Background: an optimization exercise with open tools, aiming at small area and a short achievable clock period. Do not read the settings as production practice. Function was checked by simulation only, so behaviour that the tests miss may differ from the original. No activity file was given, so power comes from the tool's default toggle rates.

==> flow/design.v <==
`timescale 1ns/1ns
module MyCIC
(
	input  wire        clk,
	input  wire [23:0] x,        
	input  wire [3:0]  v,        
	input  wire [3:0]  r,        
	input  wire        rn,       
	input  wire [8:0]  e,        
	input  wire [3:0]  qoh,      
	input  wire [3:0]  rsh,      
	input  wire        hg,       
	output wire [23:0] out_data
);
	reg [9:0] x1d;
	reg       sg2, sg3;
	always @(posedge clk) begin
		x1d <= x[23:14];
		sg2 <= x1d[9];
		sg3 <= sg2;
	end
	wire [13:0] xs0 = x[13:0];
	wire [13:0] xs1 = {{4{x1d[9]}}, x1d};
	wire [13:0] xs2 = {14{sg2}};
	wire [11:0] xs3 = {12{sg3}};
	reg [13:0] i1c0, i1c1, i1c2; reg [11:0] i1c3;
	reg [13:0] i2c0, i2c1, i2c2; reg [11:0] i2c3;
	reg [13:0] i3c0, i3c1, i3c2; reg [11:0] i3c3;
	reg [13:0] i4c0, i4c1, i4c2; reg [11:0] i4c3;
	reg [2:0] c1, c2, c3, c4;
	wire [14:0] s1c0 = i1c0 + (xs0 & {14{v[0]}});
	wire [14:0] s1c1 = i1c1 + (xs1 & {14{v[1]}}) + c1[0];
	wire [14:0] s1c2 = i1c2 + (xs2 & {14{v[2]}}) + c1[1];
	wire [11:0] s1c3 = i1c3 + (xs3 & {12{v[3]}}) + c1[2];
	wire [14:0] s2c0 = i2c0 + (i1c0 & {14{v[0]}});
	wire [14:0] s2c1 = i2c1 + (i1c1 & {14{v[1]}}) + c2[0];
	wire [14:0] s2c2 = i2c2 + (i1c2 & {14{v[2]}}) + c2[1];
	wire [11:0] s2c3 = i2c3 + (i1c3 & {12{v[3]}}) + c2[2];
	wire [14:0] s3c0 = i3c0 + (i2c0 & {14{v[0]}});
	wire [14:0] s3c1 = i3c1 + (i2c1 & {14{v[1]}}) + c3[0];
	wire [14:0] s3c2 = i3c2 + (i2c2 & {14{v[2]}}) + c3[1];
	wire [11:0] s3c3 = i3c3 + (i2c3 & {12{v[3]}}) + c3[2];
	wire [14:0] s4c0 = (i4c0 & {14{~e[0]}}) + (i3c0 & {14{v[0]}});
	wire [14:0] s4c1 = (i4c1 & {14{~e[1]}}) + (i3c1 & {14{v[1]}}) + c4[0];
	wire [14:0] s4c2 = (i4c2 & {14{~e[2]}}) + (i3c2 & {14{v[2]}}) + c4[1];
	wire [11:0] s4c3 = (i4c3 & {12{~e[3]}}) + (i3c3 & {12{v[3]}}) + c4[2];
	always @(posedge clk) begin
		i1c0 <= r[0] ? s1c0[13:0] : 14'd0;
		i1c1 <= r[1] ? s1c1[13:0] : 14'd0;
		i1c2 <= r[2] ? s1c2[13:0] : 14'd0;
		i1c3 <= r[3] ? s1c3       : 12'd0;
		i2c0 <= r[0] ? s2c0[13:0] : 14'd0;
		i2c1 <= r[1] ? s2c1[13:0] : 14'd0;
		i2c2 <= r[2] ? s2c2[13:0] : 14'd0;
		i2c3 <= r[3] ? s2c3       : 12'd0;
		i3c0 <= r[0] ? s3c0[13:0] : 14'd0;
		i3c1 <= r[1] ? s3c1[13:0] : 14'd0;
		i3c2 <= r[2] ? s3c2[13:0] : 14'd0;
		i3c3 <= r[3] ? s3c3       : 12'd0;
		i4c0 <= r[0] ? s4c0[13:0] : 14'd0;
		i4c1 <= r[1] ? s4c1[13:0] : 14'd0;
		i4c2 <= r[2] ? s4c2[13:0] : 14'd0;
		i4c3 <= r[3] ? s4c3       : 12'd0;
		c1 <= {s1c2[14], s1c1[14], s1c0[14]};
		c2 <= {s2c2[14], s2c1[14], s2c0[14]};
		c3 <= {s3c2[14], s3c1[14], s3c0[14]};
		c4 <= {s4c2[14], s4c1[14], s4c0[14]};
	end
	wire [13:0] cap = ({14{e[0]}} & i4c0) | ({14{e[1]}} & i4c1) |
	                  ({14{e[2]}} & i4c2) | ({14{e[3]}} & {2'b00, i4c3});
	wire a1 = e[0] | e[1] | e[2] | e[3];
	wire a2 = e[1] | e[2] | e[3] | e[4];
	wire a3 = e[2] | e[3] | e[4] | e[5];
	wire a4 = e[3] | e[4] | e[5] | e[6];
	reg [55:0] pd1, pd2, pd3;    
	reg [13:0] t1, t2, t3, t4, h;
	reg        b2, b3, b4;
	wire [14:0] d2 = {1'b0, t1}  - {1'b0, pd1[13:0]} - (b2 & ~e[1]);
	wire [14:0] d3 = {1'b0, t2}  - {1'b0, pd2[13:0]} - (b3 & ~e[2]);
	wire [14:0] d4 = {1'b0, t3}  - {1'b0, pd3[13:0]} - (b4 & ~e[3]);
	always @(posedge clk) begin
		if (!rn) begin
			pd1 <= 56'd0;
			pd2 <= 56'd0;
			pd3 <= 56'd0;
		end else begin
			if (a2) pd1 <= {t1,  pd1[55:14]};
			if (a3) pd2 <= {t2,  pd2[55:14]};
			if (a4) pd3 <= {t3,  pd3[55:14]};
		end
		if (a1) t1 <= cap;
		if (a2) begin t2 <= d2[13:0]; b2 <= d2[14]; end
		if (a3) begin t3 <= d3[13:0]; b3 <= d3[14]; end
		if (a4) begin
			t4 <= e[6] ? {{2{d4[11]}}, d4[11:0]} : d4[13:0];
			b4 <= d4[14];
		end else
			t4 <= {14{t4[13]}};
		h <= t4;
	end
	wire [27:0] cat = {t4, h};
	wire [13:0] ral = cat >> rsh;
	wire ld_lo = (qoh[0] & e[5]) | (qoh[1] & e[6]) | (qoh[2] & e[7]) | (qoh[3] & e[8]);
	wire ld_hi = (qoh[0] & e[6]) | (qoh[1] & e[7]) | (qoh[2] & e[8]) | (hg & e[8]);
	reg [23:0] o, p1, p2;
	always @(posedge clk) begin
		if (!rn) begin
			o  <= 24'd0;
			p1 <= 24'd0;
			p2 <= 24'd0;
		end else begin
			if (ld_lo) o[13:0]  <= ral;
			if (ld_hi) o[23:14] <= ral[9:0];
			if (e[4]) begin
				p1 <= o;
				p2 <= p1;
			end
		end
	end
	assign out_data = p2;
endmodule
`timescale 1ns/1ns
module cic_iq
(
	input wire clk,
	input wire reset_n,
	input wire [3:0] rate_div,
	input wire [4:0] gain,
	input wire in_valid,
	input wire signed [23:0] in_i,
	input wire signed [23:0] in_q,
	output wire signed [23:0] out_i,
	output wire signed [23:0] out_q,
	output wire out_valid
);
	reg [23:0] xi, xq;
	reg        vr, rnr;
	reg [3:0]  rdr;
	reg [4:0]  gr;
	always @(posedge clk) begin
		xi  <= in_i;
		xq  <= in_q;
		vr  <= in_valid;
		rnr <= reset_n;
		rdr <= rate_div;
		gr  <= gain;
	end
	reg [7:0] rm1;
	always @(*) begin
		case (rdr)
			4'd0: rm1 = 8'd159;
			4'd1: rm1 = 8'd79;
			4'd2: rm1 = 8'd39;
			4'd3: rm1 = 8'd19;
			4'd4: rm1 = 8'd9;
			default: rm1 = 8'd4;
		endcase
	end
	reg [7:0] cnt;
	reg       ov;    
	reg [8:0] e;     
	wire hit = (cnt == 8'd0);
	always @(posedge clk) begin
		if (!rnr) begin
			cnt <= rm1;
			ov  <= 1'b1;
		end else if (vr) begin
			cnt <= hit ? rm1 : cnt - 8'd1;
			ov  <= hit;
		end else
			ov  <= 1'b0;
		e <= rnr ? {e[7:0], vr & hit} : 9'd0;
	end
	reg [3:1] vd, rd;
	always @(posedge clk) begin
		vd <= {vd[2:1], vr};
		rd <= {rd[2:1], rnr};
	end
	wire [3:0] v = {vd, vr};
	wire [3:0] r = {rd, rnr};
	wire [6:0] sh = 7'd38 - {1'b0, rdr, 2'b00} - {2'b00, gr};
	wire       big = ({1'b0, rdr, 2'b00} + {2'b00, gr}) > 7'd38;
	reg  [3:0] qoh, rsh;
	reg        hg;
	always @(posedge clk) begin
		hg <= big;
		if (big) begin
			qoh <= 4'b1000;
			rsh <= 4'd11;
		end else if (sh < 7'd14) begin
			qoh <= 4'b0001;
			rsh <= sh[3:0];
		end else if (sh < 7'd28) begin
			qoh <= 4'b0010;
			rsh <= sh - 7'd14;
		end else begin
			qoh <= 4'b0100;
			rsh <= sh - 7'd28;
		end
	end
	MyCIC cic_inst_i (
		.clk(clk), .x(xi), .v(v), .r(r), .rn(rnr), .e(e),
		.qoh(qoh), .rsh(rsh), .hg(hg), .out_data(out_i)
	);
	MyCIC cic_inst_q (
		.clk(clk), .x(xq), .v(v), .r(r), .rn(rnr), .e(e),
		.qoh(qoh), .rsh(rsh), .hg(hg), .out_data(out_q)
	);
	assign out_valid = ov;
endmodule
Settings: LEC_CHECK=0, CAP_MARGIN=20, CORE_MARGIN=2, CORE_UTILIZATION=40, SLEW_MARGIN=20; clock period 8.0 ns.
run.sh (not shown) runs the stock make flow with config.mk's settings and CLKGATE_MAP_FILE= SYNTH_SCRIPT=/design/flow/synth_recipe.tcl, a recipe that flattens the netlist after the stock synthesis.
The starting point went through all stages and came out clean.
Rerun with:
CORE_UTILIZATION = 50   (was 40)
SETUP_SLACK_MARGIN = 5   (was not set)
What happened: Total power drops by 0.86%; core utilization rises by 11 points; area after synthesis stays the same; cell count went down by 4.0%; combinational power rose by about 2%; register-to-register slack gets better by 0.51 ns; clock power fell by about 3%; clock-buffer cell count rose by 4; final area rose by about 0.46%.

separate check: timing with driven ports:
Ports are ideal in the flow. The routed layouts listed here were re-timed in OpenROAD.
Step 1 (the two cells are an assumption about what drives the block):
set clk [get_ports {clk}]
set_driving_cell -lib_cell sky130_fd_sc_hd__clkbuf_16 $clk
set_driving_cell -lib_cell sky130_fd_sc_hd__buf_2 [delete_from_list [all_inputs] $clk]
Step 2 also shifts input and output timing later by t, the mid clock arrival at the registers, as if the neighbouring blocks saw the same clock.
Three values: ideal ports, drivers, drivers and shift; two values: the first two.
| run | t, ns | setup WS [ns] | worst setup path after step 2 | slew at the worst register clock pin (ns) |
|---|---|---|---|---|
| the first run | 0.825 | 4.523 / 4.523 / 4.523 | register to register | 0.06 / 0.06 |
| the second run | 0.820 | 5.036 / 4.998 / 5.036 | register to register | 0.06 / 0.06 |
After both steps setup and hold are still met in every run listed.
